Background: an optimization exercise with open tools, aiming at small area. Do not read the settings as production practice.
The RTL was checked by simulation tests, not by an equivalence proof against the original design.
The clock input has no modelled driver; a real chip could not lean on it and would need a root buffer or a full tree.
Power figures rest on the tool's default switching activity, not on a simulated workload.

lane 1:
==> flow/design.v <==
module top (
    input               clk,  
    input               rst,  
    input       [3:0]   sw,
    output      [3:0]   led
);
    localparam [14:0] A_MASK = 15'h2AAA;    
    localparam [14:0] A_INIT = 15'h7BA4;    
    localparam [14:0] A_K    = 15'h2AFF;    
    localparam [14:0] A_LAST = 15'h0000;    
    reg  [14:0] a_q;
    wire [14:0] a_t = a_q ^ A_MASK;
    wire        a_tc = (a_t & A_K) == A_LAST;
    wire        a_ld = rst | a_tc;
    always @(posedge clk)
        a_q <= (a_ld ? A_INIT : {a_t[13:0], a_t[14] ^ a_t[0]}) ^ A_MASK;
    localparam [15:0] B_MASK = 16'hAAAA;
    localparam [15:0] B_INIT = 16'hB312;
    localparam [15:0] B_K    = 16'h5EBF;
    localparam [15:0] B_LAST = 16'h0000;
    reg  [15:0] b_q;
    wire [15:0] b_t = b_q ^ B_MASK;
    wire        b_tc = (b_t & B_K) == B_LAST;
    wire        b_ld = rst | b_tc;
    always @(posedge clk)
        b_q <= (b_ld ? B_INIT : {b_t[14:0], b_t[15] ^ b_t[6]}) ^ B_MASK;
    wire adv_a  = ~rst & a_tc;
    wire hold_a = ~rst & ~a_tc;
    wire adv_b  = ~rst & b_tc;
    wire hold_b = ~rst & ~b_tc;
    reg  [3:0] lf;
    wire [3:0] lf_n = {lf[2:0], ~(lf[3] ^ lf[2])};
    reg  [1:0] g;
    wire [1:0] g_n = {g[0], ~g[1]};
    wire       blink = g[1] ^ g[0];
    reg        nfresh;
    reg  [2:0] c;
    wire       c_f = (~c[2] & (~c[1] | c[0])) | (c[2] & c[1] & ~c[0]);
    wire [2:0] c_n = {c[1:0], c_f};
    always @(posedge clk) begin
        lf     <= ({4{adv_a}} & lf_n) | ({4{hold_a}} & lf);
        g      <= ({2{adv_a}} & g_n)  | ({2{hold_a}} & g);
        nfresh <= adv_a | (hold_a & nfresh);
        c      <= ({3{adv_b}} & c_n)  | ({3{hold_b}} & c);
    end
    wire l3 = lf[3], l2 = lf[2], l1 = lf[1], l0 = lf[0], p = blink;
    wire [3:0] cyc;
    assign cyc[0] = ~(l3&l1&l0&~p | l3&l2&l0&p | ~l3&~l2&~l0&p | ~l3&~l1&l0&~p);
    assign cyc[1] = ~l3&l1&~p | ~l2&l1&~l0&~p | ~l3&~l1&l0&p | l3&~l2&l0&p | l2&~l1&~l0 | l2&l1&l0 | l3&l2&l0&~p | ~l3&~l0&~p | l3&~l2&~l1&p | l3&l2&l1&p;
    assign cyc[2] = ~l2&l1&~l0&~p | ~l3&~l1&l0&p | ~l3&~l2&~l0&~p | l3&~l2&l0&p | l3&l2&l0&~p | ~l3&~l2&l1&~p | l3&~l2&~l1&p | ~l3&l1&~l0&~p | l3&l2&l1&p;
    assign cyc[3] = ~l3&~l1&l0&p | ~l3&~l2&~l0&~p | l3&l2&l0&~p | l3&l1&l0&p;
    wire [3:0] seq0 = nfresh ? cyc : 4'b0000;
    wire [3:0] seq3 = {g[1], g[0], ~g[1], ~g[0]};
    wire [3:0] seq4 = {c[2] & c[1] & ~c[0], c[2] & (c[1] | c[0]), c[1] | (c[2] & c[0]), |c};
    reg [3:0] seq;
    assign led = seq;
    always @(*) begin
        case (sw[2:0])
            3'b000: seq = seq0;
            3'b001: seq = lf;
            3'b010: seq = {4{blink}};
            3'b011: seq = seq3;
            3'b100: seq = seq4;
            default: seq = sw;
        endcase
    end
endmodule
Settings: LEC_CHECK=0, CAP_MARGIN=20, CORE_MARGIN=2, CORE_UTILIZATION=40, SLEW_MARGIN=20; clock period 10.0 ns.
standard.sh (not shown) runs the stock make flow with config.mk's settings and CLKGATE_MAP_FILE= SYNTH_SCRIPT=/design/flow/synth_recipe.tcl, a recipe that flattens the netlist after the stock synthesis.
==> flow/flow/run.sh <==
#!/bin/bash
# Own layout flow:
#  1. the standard synthesis (standard.sh synth), unchanged;
#  2. the combinational logic between the registers re-mapped by ABC for
#     area (registers, their names and cells untouched): several ABC runs
#     with different random seeds, in two rounds, keeping the smallest;
#  3. the standard ORFS layout, with buf_1 port buffers and, after CTS, the
#     clock tree replaced by a few leaf buffers driven by the clock port
#     (flow/clock_tree.tcl).
# Each tool's output goes to its own log file in the work folder.
set -euo pipefail
W=$PWD
F=$W/flow
R=$W/orfs/results/$FLOW_PLATFORM/top/base
LIB=$FLOW_HOME/platforms/$FLOW_PLATFORM/lib/sky130_fd_sc_hd__tt_025C_1v80.lib
YOSYS=$(command -v yosys || echo $FLOW_HOME/../tools/install/yosys/bin/yosys)

# 1. standard synthesis
bash standard.sh synth > $W/synth.log 2>&1

# 2. area re-mapping
mkdir -p $W/remap
cp $R/1_2_yosys.v $W/remap/standard.v
DU=$(grep -o -- '-dont_use [^ ]*' $W/orfs/logs/$FLOW_PLATFORM/top/base/1_2_yosys.log | sort -u | tr '\n' ' ')
remap_one() {  # in.v seed tag
  local tag=$3
  sed -e "s|@SEED@|$2|" $F/remap.abc > $W/remap/$tag.abc
  sed -e "s|@LIB@|$LIB|g" -e "s|@IN@|$1|" -e "s|@OUT@|$W/remap/$tag.v|" \
      -e "s|@SCRIPT@|$W/remap/$tag.abc|" -e "s|@DU@|$DU|" $F/remap.ys > $W/remap/$tag.ys
  if timeout 600 $YOSYS -s $W/remap/$tag.ys > $W/remap/$tag.log 2>&1; then
    grep "Chip area for module" $W/remap/$tag.log | tail -1 | awk -v t=$tag '{print $NF, t}' >> $W/remap/areas.txt
  fi
}
: > $W/remap/areas.txt
for s in 1 2 3 4; do remap_one $W/remap/standard.v $s r1s$s & done; wait
for s in 5 6 7 8; do remap_one $W/remap/standard.v $s r1s$s & done; wait
if [[ -s $W/remap/areas.txt ]]; then
  best=$(sort -g $W/remap/areas.txt | head -1 | awk '{print $2}')
  for s in 11 12 13 14; do remap_one $W/remap/$best.v $s r2s$s & done; wait
  best=$(sort -g $W/remap/areas.txt | head -1 | awk '{print $2}')
  echo "using $best: $(sort -g $W/remap/areas.txt | head -1)" > $W/remap/chosen.txt
  cp $W/remap/$best.v $R/1_2_yosys.v
fi

# 3. layout
bash standard.sh finish \
  "BUFFER_PORTS_ARGS=-buffer_cell sky130_fd_sc_hd__buf_1" \
  "CTS_ARGS=-sink_clustering_enable -repair_clock_nets -dont_use_dummy_load -buf_list sky130_fd_sc_hd__clkbuf_4 -root_buf sky130_fd_sc_hd__clkbuf_4" \
  "POST_CTS_TCL=$F/clock_tree.tcl" > $W/layout.log 2>&1
==> flow/flow/remap.abc <==
strash
&get -n
&deepsyn -T 15 -S @SEED@
&put
dch -f
amap
mfs3 -a
Other scripts of this flow, unchanged in this note and not shown: flow/flow/clock_tree.tcl, flow/flow/remap.ys
Lane 1 finished all stages; the layout is clean.
Edits applied to the flow inputs when going from lane 1 to lane 2:
# lane 1
export LEC_CHECK = 0
export CAP_MARGIN = 20
export CORE_MARGIN = 2
export CORE_UTILIZATION = 40
export SLEW_MARGIN = 20
create_clock -name core_clock -period 10.0 [get_ports {clk}]
# lane 2
export LEC_CHECK = 0
export CAP_MARGIN = 20
export CORE_MARGIN = 2
export CORE_UTILIZATION = 40
export PLACE_DENSITY = 0.85
export SLEW_MARGIN = 20
create_clock -name core_clock -period 10.0 [get_ports {clk}]
-- flow/flow/run.sh --
<<< lane 1, line 25
remap_one() {  # in.v seed tag
>>> lane 2, line 25
remap_one() {  # in.v seed tag eps
<<< lane 1, line 27
  sed -e "s|@SEED@|$2|" $F/remap.abc > $W/remap/$tag.abc
>>> lane 2, line 27
  sed -e "s|@SEED@|$2|" -e "s|@EPS@|$4|" $F/remap.abc > $W/remap/$tag.abc
<<< lane 1, line 35
for s in 1 2 3 4; do remap_one $W/remap/standard.v $s r1s$s & done; wait
for s in 5 6 7 8; do remap_one $W/remap/standard.v $s r1s$s & done; wait
>>> lane 2, line 35
for s in 1 2 3 4; do remap_one $W/remap/standard.v $s r1s$s 0.01 & done; wait
for s in 5 6 7 8; do remap_one $W/remap/standard.v $s r1s$s 0.01 & done; wait
for s in 1 2 3 4; do remap_one $W/remap/standard.v $s r1e$s 0.001 & done; wait
<<< lane 1, line 38
  best=$(sort -g $W/remap/areas.txt | head -1 | awk '{print $2}')
  for s in 11 12 13 14; do remap_one $W/remap/$best.v $s r2s$s & done; wait
  best=$(sort -g $W/remap/areas.txt | head -1 | awk '{print $2}')
  echo "using $best: $(sort -g $W/remap/areas.txt | head -1)" > $W/remap/chosen.txt
>>> lane 2, line 39
  best=$(sort -g $W/remap/areas.txt | awk 'NR==1 {print $2}')
  for s in 11 12 13 14; do remap_one $W/remap/$best.v $s r2s$s 0.01 & done; wait
  best=$(sort -g $W/remap/areas.txt | awk 'NR==1 {print $2}')
  sort -g $W/remap/areas.txt > $W/remap/chosen.txt
-- flow/flow/remap.abc --
<<< lane 1, line 6
amap
mfs3 -a
>>> lane 2, line 6
amap -F 8 -A 16 -E @EPS@
Findings:
Synthesized instance count (lane 2 vs. lane 1) decreases by a little under 10%. Layout cell share with drive strength beyond 1 across lane 2 and lane 1: no real change. Lane 2 completed end to end with timing, DRC and antenna clean. Looking at wire length across both flows, lane 2 is the stronger of the two, with lane 1 trailing. Relative to lane 1, the fmax measured on lane 2 has increased by more than 10%. Lane 1 and lane 2 ended up with roughly the same power. Lane 2 — number of global-route vias before repair about 0.7% lower, lane 1 as reference. Lane 2 vs. lane 1: standby leakage power went down by 2.8%.
In every run of this note, the design's own scripts or RTL, not TritonCTS, make the clock network.

==> afterwards: timing with drivers on the ports <==
The flow's constraints put no driver on any port. The routed layouts listed below were extracted and timed again, unchanged, in two steps.
Step 1: set_driving_cell puts a clkbuf_16 on clk and a buf_2 on each other input, an assumption about the parent block.
Step 2 times the ports against the registers' clock, not the clock port: input delays grow and output delays shrink by t, the midpoint of the rising clock arrivals with the driver on.
a / b / c = ideal / step 1 / step 2; a / b = the first two.
run	shift t [ns]	setup slack, ns	worst setup path at the end	worst data-port slew with drivers (ns)
lane 1	0.196	4.211 / 4.190 / 4.190	input to output	0.03
lane 2	0.194	4.821 / 4.796 / 4.796	input to output	0.03
After both steps every run listed still meets setup and hold. For lane 2, which loses most, drivers alone change the setup slack by -0.025 ns; drivers and shift together by -0.025 ns.
